This is an optimization exercise on Yosys and OpenROAD, whose aim is small area and a short achievable clock period, not a production implementation.
Function was checked by simulation only, so behaviour that the tests miss may differ from the original.

==> flow/design.v, too long to show whole: its modules and the start of the top module <==
// module resampler_q15: 8404 lines
// module fa_cell: 4 lines
module resampler_q15 #(
    parameter TAP_COUNT = 9,
    parameter DATA_WIDTH = 16
)(
    input  logic                  clk,
    input  logic                  rst_n,
    input  logic signed [31:0]    ppm_in,
    input  logic [TAP_COUNT*DATA_WIDTH-1:0] coeffs,
    input  logic [DATA_WIDTH-1:0] data_in,
    input  logic                  data_in_valid,
    output logic                  data_in_ready,
    output logic [DATA_WIDTH-1:0] data_out,
    output logic                  data_out_valid
);
  // ...
==> flow/run.sh <==
#!/bin/bash
# synth_recipe.tcl (not shown) runs the flow's synth.tcl, then flattens the netlist and writes it again
# the make line also repeats each setting of config.mk as NAME=value (left out here)
make -C /OpenROAD-flow-scripts/flow DESIGN_CONFIG=/design/flow/config.mk WORK_HOME=/design/flow/orfs CLKGATE_MAP_FILE= SYNTH_SCRIPT=/design/flow/synth_recipe.tcl finish
==> flow/config.mk <==
export PLATFORM = sky130hd
export DESIGN_NAME = resampler_q15
export DESIGN_NICKNAME = resampler_q15
export VERILOG_FILES = /design/flow/design.v
export SDC_FILE = /design/flow/constraint.sdc
export NUM_CORES = 4
export LEC_CHECK = 0
export ABC_AREA = 1
export CAP_MARGIN = 20
export CORE_MARGIN = 2
export CORE_UTILIZATION = 55
export SLEW_MARGIN = 20
export SYNTH_HIERARCHICAL = 1
export SYNTH_MINIMUM_KEEP_SIZE = 0
==> flow/constraint.sdc <==
create_clock -name core_clock -period 19.0 [get_ports {clk}]
set_input_delay 3.8000 -clock core_clock [delete_from_list [all_inputs] [get_ports {clk}]]
set_output_delay 3.8000 -clock core_clock [all_outputs]
set_load 0.01 [all_outputs]
==> flow_results.xml, run 1 <==
<?xml version="1.0" encoding="UTF-8"?>
<metrics>
  <group name="outcome">
    <metric name="run_status" unit="">finished clean</metric>
  </group>
  <group name="timing">
    <metric name="fin_crit" unit="ns">8.42</metric>
    <metric name="tightest_pin_transition" unit="ns">1.02</metric>
    <metric name="slew_viol_final" unit="">0</metric>
    <metric name="hold-worst-slack" unit="ns">0.471</metric>
    <metric name="setup_repair_after_global_routing_missed_its_margin" unit="">false</metric>
    <metric name="setup-violations-final" unit="">0</metric>
    <metric name="setup-tns-final" unit="ns">0</metric>
  </group>
  <group name="synthesis">
    <metric name="synth_area" unit="mm^2">0.0620</metric>
    <metric name="ys.flop_type" unit="">sky130_fd_sc_hd__dfxtp_1</metric>
    <metric name="yosys.area_share.adder" unit="%">35.4</metric>
  </group>
  <group name="worst_setup_path">
    <metric name="worst_path_dominant_cell_family" unit="">adder cells</metric>
    <metric name="reg2reg_slack" unit="ns">10.58</metric>
    <metric name="r2r-start" unit="">x[7]</metric>
  </group>
  <group name="detailed_routing">
    <metric name="drcViolationCount" unit="">0</metric>
    <metric name="dr_total_vias" unit="">53680</metric>
  </group>
  <group name="clocking">
    <metric name="cts_inserted_buffers" unit="">50</metric>
    <metric name="number_of_buffers_between_clock_root_and_the_deepest_sink" unit="">3</metric>
    <metric name="clock_insertion_delay_worst_skew" unit="ns">0.67</metric>
  </group>
  <group name="grt">
    <metric name="groute.usage.overall" unit="%">35.9</metric>
    <metric name="first_global_vias" unit="">55123</metric>
    <metric name="grt_max_degree" unit="">106</metric>
    <metric name="grt-busiest-layer" unit="">met2</metric>
  </group>
  <group name="final_layout">
    <metric name="nFlopsAndLatches" unit="">345</metric>
    <metric name="area.share.sequential" unit="%">12.1</metric>
    <metric name="mostFrequentLayoutCell" unit="">sky130_fd_sc_hd__xor2_1</metric>
    <metric name="layout_common_cells" unit="">1167 x sky130_fd_sc_hd__xor2_1, 1064 x sky130_fd_sc_hd__o22ai_1, 1036 x sky130_fd_sc_hd__nand2_1</metric>
    <metric name="biggestRegsByFlops" unit="">creg: 144 flops, ppm_accum: 32 flops</metric>
    <metric name="multiInputGateArea" unit="mm^2">0.0498</metric>
  </group>
  <group name="placed_design">
    <metric name="postPlaceCellArea" unit="mm^2">0.0645</metric>
  </group>
</metrics>
==> run 2: changes to the inputs <==
==> flow/flow/run.sh (new file) <==
#!/bin/bash
# The standard layout (the standard.sh, ORFS synthesis to final), with the
# resizer's setup repair aimed below the clock period so that it buffers and
# sizes the design's long paths. The SDC and every other setting are the standard flow's.
set -euo pipefail
bash standard.sh SETUP_SLACK_MARGIN=11.5 finish > standard_make.log 2>&1
==> flow/standard.sh (new file) <==
#!/bin/bash
# synth_recipe.tcl (not shown) runs the flow's synth.tcl, then flattens the netlist and writes it again
# the make line also repeats each setting of config.mk as NAME=value (left out here)
make -C /OpenROAD-flow-scripts/flow DESIGN_CONFIG=/design/flow/config.mk WORK_HOME=/design/flow/orfs CLKGATE_MAP_FILE= SYNTH_SCRIPT=/design/flow/synth_recipe.tcl "${@:-finish}"
removed: flow/run.sh
==> run 2 against run 1 <==
  * Still clean
  * Final cell count grew 0.55%
  * Synthesized area stayed put
  * Register-to-register slack better by 1.2 ns
  * Fmax up 16%
  * Clock skew up 0.0013 ns
==> flow_results.xml, run 2 <==
<?xml version="1.0" encoding="UTF-8"?>
<metrics>
  <group name="outcome">
    <metric name="run_status" unit="">finished clean</metric>
  </group>
  <group name="synthesis">
    <metric name="ys.flop_type" unit="">sky130_fd_sc_hd__dfxtp_1</metric>
    <metric name="synthDominantAreaCellType" unit="">sky130_fd_sc_hd__fa_1</metric>
    <metric name="postSynthCellCount" unit="">7265</metric>
    <metric name="synth_area" unit="mm^2">0.0620</metric>
    <metric name="post-synth-top-area-fraction" unit="%">28.4</metric>
    <metric name="share_of_synthesized_area_occupied_by_flip_flops_and_latches" unit="%">12.9</metric>
    <metric name="synth.cells.most_frequent" unit="">1167 x sky130_fd_sc_hd__xor2_1, 1064 x sky130_fd_sc_hd__o22ai_1, 1045 x sky130_fd_sc_hd__nand2_1, 879 x sky130_fd_sc_hd__fa_1, 489 x sky130_fd_sc_hd__inv_1</metric>
    <metric name="syn_avg_cell_area" unit="um^2">8.53</metric>
    <metric name="count_of_cell_types_in_the_netlist" unit="">46</metric>
    <metric name="post-synth-top-count-cell" unit="">sky130_fd_sc_hd__xor2_1</metric>
    <metric name="asyncSetResetFlopFracSynth" unit="%">58.3</metric>
    <metric name="synth_enable_flop_cells" unit="">0</metric>
    <metric name="synth.ff_latch_count" unit="">345</metric>
    <metric name="synth_warnings" unit="">7</metric>
    <metric name="netlist_top_cells_area" unit="">sky130_fd_sc_hd__fa_1 28%, sky130_fd_sc_hd__xor2_1 16%, sky130_fd_sc_hd__o22ai_1 11%</metric>
  </group>
  <group name="timing">
    <metric name="hold_violations" unit="">0</metric>
    <metric name="setup_repair_after_global_routing_missed_its_margin" unit="">true</metric>
    <metric name="final.setup_skew" unit="ns">0.0346</metric>
    <metric name="fin_crit" unit="ns">7.27</metric>
    <metric name="slew_viol_final" unit="">0</metric>
    <metric name="clock.fmax" unit="GHz">0.138</metric>
    <metric name="setup-tns-final" unit="ns">0</metric>
    <metric name="tightest_pin_transition" unit="ns">1.02</metric>
    <metric name="layout_worst_path_cycle_share" unit="%">38.3</metric>
    <metric name="relSlewSlack" unit="%">32.0</metric>
    <metric name="hold-worst-slack" unit="ns">0.471</metric>
    <metric name="setup-violations-final" unit="">0</metric>
  </group>
  <group name="worst_setup_path">
    <metric name="critical_path_class" unit="">flip-flop to flip-flop</metric>
    <metric name="largest_fanout_on_the_critical_path" unit="">26</metric>
    <metric name="worstSetupEndpointType" unit="">flip-flop</metric>
    <metric name="worst_ep_required_time" unit="ns">19.53</metric>
    <metric name="critical_path_arrival" unit="ns">7.80</metric>
    <metric name="critPathLaunchType" unit="">flip-flop</metric>
  </group>
  <group name="floorplanning">
    <metric name="pin_count" unit="">213</metric>
    <metric name="chip_height" unit="um">340</metric>
    <metric name="total_die_area" unit="mm^2">0.115</metric>
    <metric name="std_cell_rows" unit="">123</metric>
    <metric name="start_util" unit="%">55.3</metric>
    <metric name="floorplan.core_area" unit="mm^2">0.112</metric>
    <metric name="die_width" unit="um">340</metric>
  </group>
  <group name="detailed_routing">
    <metric name="detail-route-antenna-nets" unit="">0</metric>
    <metric name="routed_wire_length_per_instance" unit="um">24.2</metric>
    <metric name="dr_total_vias" unit="">54213</metric>
    <metric name="drt-total-wl" unit="um">209000</metric>
    <metric name="count_of_routing_violations_after_the_opening_detailed_route_iteration" unit="">5186</metric>
    <metric name="drcViolationCount" unit="">0</metric>
    <metric name="number_of_iterations_in_the_first_detailed_routing_pass" unit="">7</metric>
    <metric name="detail_route.vias_per_cell" unit="">6.28</metric>
  </group>
  <group name="final_layout">
    <metric name="largest_reg_flops" unit="">144</metric>
    <metric name="final_net_count" unit="">8521</metric>
    <metric name="biggestRegsByFlops" unit="">creg: 144 flops, ppm_accum: 32 flops</metric>
    <metric name="mostFrequentLayoutCell" unit="">sky130_fd_sc_hd__xor2_1</metric>
    <metric name="top_register" unit="">creg</metric>
    <metric name="layout_common_cells" unit="">1166 x sky130_fd_sc_hd__xor2_1, 1063 x sky130_fd_sc_hd__o22ai_1, 1028 x sky130_fd_sc_hd__nand2_1</metric>
    <metric name="syn2layout_area_growth" unit="%">7.93</metric>
    <metric name="drive_gt1_share" unit="%">5.77</metric>
    <metric name="num_antenna_cells" unit="">0</metric>
  </group>
  <group name="min_path">
    <metric name="hold_class" unit="">flip-flop to flip-flop</metric>
  </group>
  <group name="clocking">
    <metric name="number_of_buffers_between_clock_root_and_the_deepest_sink" unit="">3</metric>
    <metric name="cts_inserted_buffers" unit="">50</metric>
    <metric name="cts_tree" unit="">yes</metric>
    <metric name="clock_insertion_delay_worst_skew" unit="ns">0.67</metric>
    <metric name="clock-sinks" unit="">345</metric>
    <metric name="cts_max_level" unit="">2</metric>
    <metric name="clk_root_buffer_cell" unit="">sky130_fd_sc_hd__clkbuf_16</metric>
    <metric name="cts.clk_slew.worst_paths" unit="ns">0.06</metric>
  </group>
  <group name="grt">
    <metric name="globalRouteOverflowTotal" unit="">0</metric>
    <metric name="first_global_vias" unit="">55123</metric>
    <metric name="groute.usage.overall" unit="%">36.2</metric>
    <metric name="global_route_wire_length_before_repair" unit="um">327000</metric>
    <metric name="grt_max_degree" unit="">106</metric>
    <metric name="antenna_violations_before_repair" unit="">2</metric>
  </group>
  <group name="job">
    <metric name="max-cap-violations" unit="">0</metric>
  </group>
  <group name="placed_design">
    <metric name="numPortBuffers" unit="">211</metric>
    <metric name="detailed_place_hpwl" unit="um">140000</metric>
    <metric name="place.gp.congestion" unit="">0.912</metric>
  </group>
</metrics>
run 2: final cells by class:
cell class / instances / area [um^2]
flip-flops and latches: 345 / 8030
repair buffers: 350 / 3440
inverters: 517 / 1980
multi-input cells: 5834 / 49900
clock inverters: 26 / 300
clock buffers: 66 / 1430
fillers: 9963 / 45300
well taps: 1500 / 1880
run 2: final timing paths:
kind                              from     end  slack [ns]  cells after the start
min in group asynchronous        rst_n   w6[0]        3.10                      1
max in group asynchronous        rst_n   ya[3]       14.40                      2
worst max register to register   x[15]  yb[10]       11.73                     20
worst min register to register  w3[13]  w3[13]        0.47                      2
worst min-delay path            w3[13]  w3[13]        0.47                      2
worst max-delay path             x[15]  yb[10]       11.73                     20
run 2: critical path, stage by stage (launching register included):
cell and delay (ns):
sky130_fd_sc_hd__dfrtp_4 0.71, sky130_fd_sc_hd__inv_4 0.38, sky130_fd_sc_hd__buf_6 0.36, sky130_fd_sc_hd__o22ai_1 0.16, sky130_fd_sc_hd__xor2_1 0.18, sky130_fd_sc_hd__fa_1 0.57
sky130_fd_sc_hd__fa_1 0.47, sky130_fd_sc_hd__fa_1 0.55, sky130_fd_sc_hd__fa_1 0.46, sky130_fd_sc_hd__ha_1 0.34, sky130_fd_sc_hd__inv_1 0.08, sky130_fd_sc_hd__o21bai_1 0.38
sky130_fd_sc_hd__a21oi_1 0.14, sky130_fd_sc_hd__a21o_1 0.20, sky130_fd_sc_hd__nand2_1 0.19, sky130_fd_sc_hd__fa_1 0.45, sky130_fd_sc_hd__fa_1 0.40, sky130_fd_sc_hd__fa_1 0.53
sky130_fd_sc_hd__fa_1 0.42, sky130_fd_sc_hd__nand2_1 0.09, sky130_fd_sc_hd__nand2_1 0.07
run 2: what timing repair did:
item,CTS,global route
pin swaps,0,3
buffers inserted,8,39
gates resized for setup,14,44
setup endpoints to repair,116,83
hold buffers,0,0
run 2: cell families after synthesis:
family	Yosys count	synth area share [%]
and+or+nand+nor	1821	12.1
AOI/OAI and AO/OA	1596	15.8
adders and majority gates	1229	35.4
xor gates and xnor gates	1187	16.8
buffers and inverters	1086	7.00
DFF	345	12.9
other	1	0.00605
run 2: per-module statistics from Yosys, one instance, submodules excluded:
module / cells / flops+latches / cell area (um^2)
resampler_q15: 6395 / 345 / 44600
fa_cell: 1 / 0 / 20.0
run 2: per-stage QoR:
stage / instances / instance area (um^2) / worst slack, ns / utilization, %
4_1_cts: 8599 / 66400 / 11.50 / 59.2
3_5_place_dp: 8499 / 64500 / 10.66 / 57.5
3_3_place_gp: 8499 / 64500 / 10.81 / 57.5
6_report: 8638 / 66900 / 11.73 / 59.6
2_1_floorplan: 7265 / 62000 / 11.94 / -
5_1_grt: 8638 / 66900 / 11.45 / 59.6
run 2: per-layer routing:
layer | track usage (%) | part of all wire [%]
met1 | 50.7 | 42
met2 | 55.6 | 44
met5 | 0 | 0.0062
met4 | 12.9 | 3.6
met3 | 7.47 | 9.9
==> run 3: changes to the inputs <==
--- a/flow/flow/run.sh
+++ b/flow/flow/run.sh
@@ -4,3 +4,3 @@
 # sizes the design's long paths. The SDC and every other setting are the standard flow's.
 set -euo pipefail
-bash standard.sh SETUP_SLACK_MARGIN=11.5 finish > standard_make.log 2>&1
+bash standard.sh SETUP_SLACK_MARGIN=12.5 finish > standard_make.log 2>&1
==> run 3 against run 2 <==
  * Design area increased by 4.7%
  * Critical endpoint is now data_out[11]
  * Wire length increased by 5.5%
  * Die area unchanged
  * Worst setup slack improved by 0.69 ns
  * Sequential cell count unchanged
  * Highest routed layer is now met4
  * Clock-buffer cell count increased by 1
==> flow_results.xml, run 3 <==
<?xml version="1.0" encoding="UTF-8"?>
<metrics>
  <group name="placed_design">
    <metric name="detailed_place_hpwl" unit="um">141000</metric>
    <metric name="place.gp.congestion" unit="">0.929</metric>
    <metric name="postPlaceCellArea" unit="mm^2">0.0645</metric>
    <metric name="numPortBuffers" unit="">211</metric>
  </group>
  <group name="grt">
    <metric name="global_route_wire_length_before_repair" unit="um">335000</metric>
    <metric name="groute.usage.overall" unit="%">37.3</metric>
    <metric name="first_global_vias" unit="">55530</metric>
    <metric name="antenna_violations_before_repair" unit="">0</metric>
    <metric name="grt_max_degree" unit="">107</metric>
    <metric name="globalRouteOverflowTotal" unit="">0</metric>
  </group>
  <group name="detailed_routing">
    <metric name="drcViolationCount" unit="">0</metric>
    <metric name="count_of_routing_violations_after_the_opening_detailed_route_iteration" unit="">5287</metric>
    <metric name="dr_total_vias" unit="">55353</metric>
    <metric name="routed_wire_length_per_instance" unit="um">25.1</metric>
    <metric name="number_of_iterations_in_the_first_detailed_routing_pass" unit="">8</metric>
    <metric name="detail_route.vias_per_cell" unit="">6.30</metric>
    <metric name="detail-route-antenna-nets" unit="">0</metric>
    <metric name="drt-total-wl" unit="um">221000</metric>
  </group>
  <group name="synthesis">
    <metric name="synthDominantAreaCellType" unit="">sky130_fd_sc_hd__fa_1</metric>
    <metric name="synth_enable_flop_cells" unit="">0</metric>
    <metric name="count_of_cell_types_in_the_netlist" unit="">46</metric>
    <metric name="netlist_top_cells_area" unit="">sky130_fd_sc_hd__fa_1 28%, sky130_fd_sc_hd__xor2_1 16%, sky130_fd_sc_hd__o22ai_1 11%</metric>
    <metric name="post-synth-top-area-fraction" unit="%">28.4</metric>
    <metric name="synth_warnings" unit="">7</metric>
    <metric name="asyncSetResetFlopFracSynth" unit="%">58.3</metric>
    <metric name="share_of_synthesized_area_occupied_by_flip_flops_and_latches" unit="%">12.9</metric>
    <metric name="ys.flop_type" unit="">sky130_fd_sc_hd__dfxtp_1</metric>
    <metric name="syn_avg_cell_area" unit="um^2">8.53</metric>
    <metric name="synth.cells.most_frequent" unit="">1167 x sky130_fd_sc_hd__xor2_1, 1064 x sky130_fd_sc_hd__o22ai_1, 1045 x sky130_fd_sc_hd__nand2_1, 879 x sky130_fd_sc_hd__fa_1, 489 x sky130_fd_sc_hd__inv_1</metric>
    <metric name="post-synth-top-count-cell" unit="">sky130_fd_sc_hd__xor2_1</metric>
    <metric name="synth_area" unit="mm^2">0.0620</metric>
    <metric name="synth.ff_latch_count" unit="">345</metric>
    <metric name="postSynthCellCount" unit="">7265</metric>
  </group>
  <group name="worst_setup_path">
    <metric name="critical_path.max_stage_delay" unit="ns">0.41</metric>
    <metric name="critical_path_cell_sequence" unit="">ha_4 -&gt; nand2_1 -&gt; inv_2 -&gt; nand3_4 -&gt; nor2_4 -&gt; buf_6 -&gt; nand3_1 -&gt; nand2_2 -&gt; a21oi_2 -&gt; o21bai_1 -&gt; xor2_1 -&gt; dlygate4sd2_1</metric>
    <metric name="critical_path_class" unit="">flip-flop to primary output</metric>
    <metric name="crit_path_max_delay_cell_type" unit="">sky130_fd_sc_hd__dfrtp_1</metric>
    <metric name="largest_fanout_on_the_critical_path" unit="">3</metric>
    <metric name="worst_r2r_path_depth" unit="">26</metric>
    <metric name="crit_path_start" unit="">yb[3]</metric>
    <metric name="critPathLaunchType" unit="">flip-flop</metric>
    <metric name="r2r-start" unit="">creg[21]</metric>
    <metric name="worst_ep_required_time" unit="ns">15.20</metric>
    <metric name="setup.worst_path.end" unit="">data_out[11]</metric>
    <metric name="critical_path_arrival" unit="ns">2.78</metric>
    <metric name="timing.rr.end" unit="">yb[6]</metric>
    <metric name="worstSetupEndpointType" unit="">primary output</metric>
    <metric name="reg2reg_slack" unit="ns">12.45</metric>
  </group>
  <group name="timing">
    <metric name="hold_violations" unit="">0</metric>
    <metric name="slew_viol_final" unit="">0</metric>
    <metric name="fin_crit" unit="ns">6.58</metric>
    <metric name="clock.fmax" unit="GHz">0.152</metric>
    <metric name="layout_worst_path_cycle_share" unit="%">34.6</metric>
    <metric name="setup-tns-final" unit="ns">0</metric>
    <metric name="tightest_pin_transition" unit="ns">1.03</metric>
    <metric name="setup_repair_after_global_routing_missed_its_margin" unit="">true</metric>
    <metric name="setup-violations-final" unit="">0</metric>
    <metric name="final.setup_skew" unit="ns">0.0233</metric>
    <metric name="relSlewSlack" unit="%">31.3</metric>
  </group>
  <group name="clocking">
    <metric name="clk_root_buffer_cell" unit="">sky130_fd_sc_hd__clkbuf_16</metric>
    <metric name="cts_inserted_buffers" unit="">50</metric>
    <metric name="number_of_buffers_between_clock_root_and_the_deepest_sink" unit="">3</metric>
    <metric name="cts.clk_slew.worst_paths" unit="ns">0.06</metric>
    <metric name="cts_max_level" unit="">2</metric>
    <metric name="post_cts_hold_buffer_count" unit="">0</metric>
    <metric name="clock_insertion_delay_worst_skew" unit="ns">0.66</metric>
    <metric name="cts_tree" unit="">yes</metric>
    <metric name="clock-sinks" unit="">345</metric>
  </group>
  <group name="final_layout">
    <metric name="final_net_count" unit="">8674</metric>
    <metric name="syn2layout_area_growth" unit="%">13.0</metric>
    <metric name="finalInstanceArea" unit="mm^2">0.0701</metric>
    <metric name="filler_cell_count_in_the_final_layout" unit="">9691</metric>
    <metric name="mostFrequentLayoutCell" unit="">sky130_fd_sc_hd__xor2_1</metric>
    <metric name="largest_reg_flops" unit="">144</metric>
    <metric name="biggestRegsByFlops" unit="">creg: 144 flops, ppm_accum: 32 flops</metric>
    <metric name="layout_common_cells" unit="">1152 x sky130_fd_sc_hd__xor2_1, 1039 x sky130_fd_sc_hd__o22ai_1, 1000 x sky130_fd_sc_hd__nand2_1</metric>
    <metric name="top_register" unit="">creg</metric>
    <metric name="drive_gt1_share" unit="%">11.2</metric>
  </group>
  <group name="floorplanning">
    <metric name="die_width" unit="um">340</metric>
    <metric name="std_cell_rows" unit="">123</metric>
    <metric name="chip_height" unit="um">340</metric>
    <metric name="start_util" unit="%">55.3</metric>
    <metric name="pin_count" unit="">213</metric>
    <metric name="floorplan.core_area" unit="mm^2">0.112</metric>
    <metric name="total_die_area" unit="mm^2">0.115</metric>
  </group>
  <group name="outcome">
    <metric name="run_status" unit="">finished clean</metric>
  </group>
  <group name="min_path">
    <metric name="hold_class" unit="">flip-flop to flip-flop</metric>
    <metric name="worstHoldPathCells" unit="">2</metric>
  </group>
  <group name="job">
    <metric name="max-cap-violations" unit="">0</metric>
  </group>
</metrics>
[run 3: cells by family after synthesis]
logic type	synth area share, %
adder cells (fa/ha/maj)	35.4
buffers and inverters	7.00
XOR/XNOR	16.8
flip-flops	12.9
AND/OR/NAND/NOR	12.1
other	0.00605
AO/OA/AOI/OAI	15.8
[run 3: worst max-delay path: cells and delay by family (launching register included)]
kind	cells	cell delay [ns]
AOI/OAI and AO/OA	2	0.23
buffers and inverters	3	0.50
xor gates and xnor gates	1	0.16
and+or+nand+nor	5	0.55
DFF	1	0.41
adders and majority gates	1	0.28
[run 3: timing repair]
item                       4_1_cts  5_1_grt
cloned                          10       11
resized for setup              233      276
setup endpoints to repair      165      114
buffers inserted                92       96
pin swaps                       31      132
[run 3: final cells by class]
type / count / area (um^2) / area share (%)
clock inverter: 26 / 387 / 0.552
clock buffer: 67 / 1400 / 1.99
inverter: 517 / 2090 / 2.99
sequential: 345 / 8070 / 11.5
timing repair inverter: 4 / 23.8 / 0.0339
multi-input combinational: 5840 / 51200 / 73.0
timing repair buffer: 493 / 5050 / 7.21
antenna: 1 / 2.50 / 0.00357
tap: 1500 / 1880 / 2.68
[run 3: routing by layer]
metal | global-route usage (%) | wire [um]
met5 | 0 | 0
met4 | 12.2 | 7620
met3 | 8.74 | 24600
met2 | 56.9 | 96900
met1 | 52.4 | 91500
[run 3: worst min-delay path by stage]
stage,startpoint,endpoint
floorplan,ppm_accum[0],ppm_accum[0]
global placement,ppm_accum[0],ppm_accum[0]
detailed placement,w1[7],w1[7]
CTS,w1[7],w1[7]
global route,w1[7],w1[7]
finish,w1[7],w1[7]
[run 3: modules after synthesis (local to each module, per instance)]
module / flip-flops and latches / cells
resampler_q15: 345 / 6395
fa_cell: 0 / 1
[run 3: per-stage QoR]
stage	worst slack, ns	cells	hold WS (ns)	utilization [%]
after floorplan	12.45	7265	0.443	-
after global placement	11.00	8490	0.453	57.5
after detailed placement	10.87	8490	0.461	57.5
after CTS	12.31	8685	0.472	60.7
after global routing	12.25	8792	0.482	62.5
final	12.42	8793	0.471	62.5
==> run 4: changes to the inputs <==
==> flow/flow/run.sh (replaced) <==
#!/bin/bash
# The standard layout (the standard.sh, ORFS synthesis to final), with the
# resizer's setup repair aimed below the clock period so that it buffers and
# sizes the design's long paths, and with the synthesis buffers removed at
# floorplan so that the resizer buffers those nets itself. The SDC and every
# other setting are the standard flow's.
set -euo pipefail
bash standard.sh SETUP_SLACK_MARGIN=12.5 REMOVE_ABC_BUFFERS=1 finish > standard_make.log 2>&1
--- a/flow/config.mk
+++ b/flow/config.mk
@@ -9,5 +9,5 @@
 export CAP_MARGIN = 20
 export CORE_MARGIN = 2
-export CORE_UTILIZATION = 55
+export CORE_UTILIZATION = 65
 export SLEW_MARGIN = 20
 export SYNTH_HIERARCHICAL = 1
==> run 4 against run 3 <==
  * Worst setup slack worse by 0.11 ns
  * Synthesized cell count unchanged
  * Global-route usage grew 3.3 points
  * First-iteration DRC count grew 19%
  * Still clean on timing, DRC and antenna
==> flow_results.xml, run 4 <==
<?xml version="1.0" encoding="UTF-8"?>
<metrics>
  <group name="clocking">
    <metric name="clock-sinks" unit="">345</metric>
    <metric name="cts_tree" unit="">yes</metric>
    <metric name="clk_root_buffer_cell" unit="">sky130_fd_sc_hd__clkbuf_16</metric>
    <metric name="clock_insertion_delay_worst_skew" unit="ns">0.67</metric>
    <metric name="cts_max_level" unit="">2</metric>
    <metric name="cts.clk_slew.worst_paths" unit="ns">0.06</metric>
    <metric name="cts_inserted_buffers" unit="">48</metric>
    <metric name="number_of_buffers_between_clock_root_and_the_deepest_sink" unit="">3</metric>
    <metric name="post_cts_hold_buffer_count" unit="">0</metric>
  </group>
  <group name="timing">
    <metric name="clock.fmax" unit="GHz">0.150</metric>
    <metric name="layout_worst_path_cycle_share" unit="%">35.2</metric>
    <metric name="slew_viol_final" unit="">0</metric>
    <metric name="hold_violations" unit="">0</metric>
    <metric name="tightest_pin_transition" unit="ns">0.995</metric>
    <metric name="setup_repair_after_global_routing_missed_its_margin" unit="">true</metric>
    <metric name="fin_crit" unit="ns">6.69</metric>
    <metric name="final.setup_skew" unit="ns">0.0189</metric>
    <metric name="relSlewSlack" unit="%">33.7</metric>
    <metric name="setup-tns-final" unit="ns">0</metric>
    <metric name="timing.final.ws_setup" unit="ns">12.31</metric>
    <metric name="setup-violations-final" unit="">0</metric>
  </group>
  <group name="grt">
    <metric name="groute.usage.overall" unit="%">40.6</metric>
    <metric name="globalRouteOverflowTotal" unit="">0</metric>
    <metric name="global_route_wire_length_before_repair" unit="um">316000</metric>
    <metric name="antenna_violations_before_repair" unit="">1</metric>
    <metric name="first_global_vias" unit="">56815</metric>
    <metric name="grt_max_degree" unit="">97</metric>
  </group>
  <group name="synthesis">
    <metric name="synthDominantAreaCellType" unit="">sky130_fd_sc_hd__fa_1</metric>
    <metric name="synth-simple-area-share" unit="%">12.1</metric>
    <metric name="synth_compound_area_share" unit="%">15.8</metric>
    <metric name="share_of_synthesized_area_occupied_by_flip_flops_and_latches" unit="%">12.9</metric>
    <metric name="synth_top_family_by_area" unit="">adder cells</metric>
    <metric name="synth.cells.most_frequent" unit="">1167 x sky130_fd_sc_hd__xor2_1, 1064 x sky130_fd_sc_hd__o22ai_1, 1045 x sky130_fd_sc_hd__nand2_1, 879 x sky130_fd_sc_hd__fa_1, 489 x sky130_fd_sc_hd__inv_1</metric>
    <metric name="synth_warnings" unit="">7</metric>
    <metric name="synth.ff_latch_count" unit="">345</metric>
    <metric name="ys.flop_type" unit="">sky130_fd_sc_hd__dfxtp_1</metric>
    <metric name="count_of_cell_types_in_the_netlist" unit="">46</metric>
    <metric name="synth_enable_flop_cells" unit="">0</metric>
    <metric name="synthMuxAreaShare" unit="%">0</metric>
    <metric name="synth_area" unit="mm^2">0.0620</metric>
    <metric name="yosys.area_share.adder" unit="%">35.4</metric>
    <metric name="netlist_top_cells_area" unit="">sky130_fd_sc_hd__fa_1 28%, sky130_fd_sc_hd__xor2_1 16%, sky130_fd_sc_hd__o22ai_1 11%</metric>
    <metric name="asyncSetResetFlopFracSynth" unit="%">58.3</metric>
    <metric name="synth_xor_area_share" unit="%">16.8</metric>
    <metric name="post-synth-top-count-cell" unit="">sky130_fd_sc_hd__xor2_1</metric>
    <metric name="post-synth-top-area-fraction" unit="%">28.4</metric>
    <metric name="postSynthCellCount" unit="">7265</metric>
    <metric name="syn_avg_cell_area" unit="um^2">8.53</metric>
  </group>
  <group name="worst_setup_path">
    <metric name="cpMostUsedCell" unit="">sky130_fd_sc_hd__fa_2</metric>
    <metric name="critPathBufInv" unit="">6</metric>
    <metric name="worst_path_dominant_cell_family" unit="">adder cells</metric>
    <metric name="crit_path_max_delay_cell_type" unit="">sky130_fd_sc_hd__fa_1</metric>
    <metric name="r2r-start" unit="">x[9]</metric>
    <metric name="timing.rr.end" unit="">yb[6]</metric>
    <metric name="critical_path.max_stage_delay" unit="ns">0.57</metric>
    <metric name="worst_ep_required_time" unit="ns">19.61</metric>
    <metric name="reg2reg_slack" unit="ns">12.31</metric>
    <metric name="critPathLaunchType" unit="">flip-flop</metric>
    <metric name="worst_r2r_path_depth" unit="">26</metric>
    <metric name="worstSetupEndpointType" unit="">flip-flop</metric>
    <metric name="largest_fanout_on_the_critical_path" unit="">3</metric>
    <metric name="critical_path_depth" unit="">26</metric>
    <metric name="critical_path_arrival" unit="ns">7.30</metric>
    <metric name="critical_path_class" unit="">flip-flop to flip-flop</metric>
  </group>
  <group name="detailed_routing">
    <metric name="drt-total-wl" unit="um">203000</metric>
    <metric name="drcViolationCount" unit="">0</metric>
    <metric name="routed_wire_length_per_instance" unit="um">23.9</metric>
    <metric name="detail_route.vias_per_cell" unit="">6.56</metric>
    <metric name="number_of_iterations_in_the_first_detailed_routing_pass" unit="">8</metric>
    <metric name="detail-route-antenna-nets" unit="">0</metric>
    <metric name="dr_total_vias" unit="">55826</metric>
    <metric name="count_of_routing_violations_after_the_opening_detailed_route_iteration" unit="">6293</metric>
  </group>
  <group name="final_layout">
    <metric name="drive_gt1_share" unit="%">9.91</metric>
    <metric name="largest_reg_flops" unit="">144</metric>
    <metric name="top_register" unit="">creg</metric>
    <metric name="syn2layout_area_growth" unit="%">11.3</metric>
    <metric name="layout_common_cells" unit="">1160 x sky130_fd_sc_hd__xor2_1, 1042 x sky130_fd_sc_hd__o22ai_1, 1004 x sky130_fd_sc_hd__nand2_1</metric>
    <metric name="num_antenna_cells" unit="">0</metric>
    <metric name="mostFrequentLayoutCell" unit="">sky130_fd_sc_hd__xor2_1</metric>
    <metric name="final_net_count" unit="">8632</metric>
    <metric name="filler_cell_count_in_the_final_layout" unit="">7353</metric>
    <metric name="biggestRegsByFlops" unit="">creg: 144 flops, ppm_accum: 32 flops</metric>
    <metric name="finalInstanceArea" unit="mm^2">0.0690</metric>
  </group>
  <group name="placed_design">
    <metric name="postPlaceCellArea" unit="mm^2">0.0642</metric>
    <metric name="numPortBuffers" unit="">211</metric>
    <metric name="preCtsSetupSlack" unit="ns">10.73</metric>
    <metric name="detailed_place_hpwl" unit="um">127000</metric>
    <metric name="place.gp.congestion" unit="">0.931</metric>
  </group>
  <group name="floorplanning">
    <metric name="pin_count" unit="">213</metric>
    <metric name="start_util" unit="%">65.4</metric>
    <metric name="std_cell_rows" unit="">113</metric>
    <metric name="total_die_area" unit="mm^2">0.0979</metric>
    <metric name="chip_height" unit="um">313</metric>
    <metric name="floorplan.core_area" unit="mm^2">0.0947</metric>
    <metric name="die_width" unit="um">313</metric>
  </group>
  <group name="outcome">
    <metric name="run_status" unit="">finished clean</metric>
  </group>
  <group name="min_path">
    <metric name="worstHoldPathCells" unit="">2</metric>
    <metric name="min-delay-start" unit="">w4[7]</metric>
    <metric name="hold_class" unit="">flip-flop to flip-flop</metric>
    <metric name="worst_hold_path_ep" unit="">w4[7]</metric>
  </group>
  <group name="job">
    <metric name="max-cap-violations" unit="">0</metric>
  </group>
</metrics>
==> run 4: tightest hold or removal path, cell delays in order, from the launching register on <==
cell	delay, ns
sky130_fd_sc_hd__dfstp_2	0.37
sky130_fd_sc_hd__nand2_1	0.05
sky130_fd_sc_hd__nand2_1	0.05
==> run 4: what timing repair did <==
| action | 4_1_cts | 5_1_grt |
|---|---|---|
| gates resized for setup | 252 | 192 |
| endpoints found under the setup margin | 163 | 109 |
| cloned | 10 | 6 |
| pin swaps | 60 | 74 |
| setup buffers | 87 | 55 |
| endpoints found under the hold margin | 0 | 0 |
==> run 4: layout make-up <==
class	instances	area, um^2	area share (%)
Timing Repair inverter	1	5.00	0.00725
Clock inverter	24	422	0.611
Multi-Input combinational cell	5839	50800	73.6
Inverter	517	2060	2.99
Sequential cell	345	8060	11.7
Tap cell	1265	1580	2.29
Timing Repair Buffer	457	4670	6.77
Clock buffer	65	1390	2.01
==> run 4: cells by family after synthesis <==
| family | after synthesis |
|---|---|
| buffers and inverters | 1086 |
| other | 1 |
| AO/OA/AOI/OAI | 1596 |
| adder cells (fa/ha/maj) | 1229 |
| AND/OR/NAND/NOR | 1821 |
| flip-flops | 345 |
| XOR/XNOR | 1187 |
==> run 4: worst max path at each step <==
stage	from	endpoint
6_report	x[9]	yb[6]
5_1_grt	creg[17]	yb[7]
3_5_place_dp	creg[17]	yb[7]
2_1_floorplan	x[15]	w1[12]
4_1_cts	x[9]	yb[6]
3_3_place_gp	creg[17]	yb[7]
==> run 4: metal layers <==
metal | wire, um | GRT usage (%)
met5 | 13 | 0
met4 | 9940 | 18.2
met3 | 24300 | 10.3
met2 | 92400 | 64.2
met1 | 76400 | 53.0
==> run 4: per-module statistics from Yosys, one instance, submodules excluded <==
module	flops+latches	cells inside	copies in the design	area, um^2
resampler_q15	345	6395	1	44600
fa_cell	0	1	870	20.0
==> run 4: per-stage QoR <==
stage	util [%]	hold slack [ns]	instances
floorplan	-	0.443	6696
global placement	67.8	0.454	8266
detailed placement	67.8	0.459	8266
CTS	71.5	0.470	8452
global route	72.8	0.484	8513
finish	72.8	0.469	8513

[static timing again, ports no longer ideal]
Ports are ideal in the flow. The routed layouts listed here were re-timed in OpenROAD. Step 1, drivers: a clkbuf_16 drives clk and a buf_2 each remaining input, both assumed. Step 2 moves the port delays by t, midway between the first and last clock arrival at a register: inputs arrive t later, outputs are due t later. That takes back most of the time a late clock gives input paths. Three values: ideal ports, drivers, drivers and shift; two values: the first two.
run	t (ns)	setup WS [ns]	cell pins on the clock port's net
run 1	0.730	10.577 / 10.577 / 10.577	1
run 2	0.732	11.730 / 11.730 / 11.219	1
run 3	0.730	12.420 / 12.339 / 11.811	1
run 4	0.743	12.311 / 12.311 / 11.790	1
After both steps setup and hold are still met in every run listed. The setup slack of run 3, which loses most, moves by -0.081 ns with the drivers and by -0.609 ns with both steps.
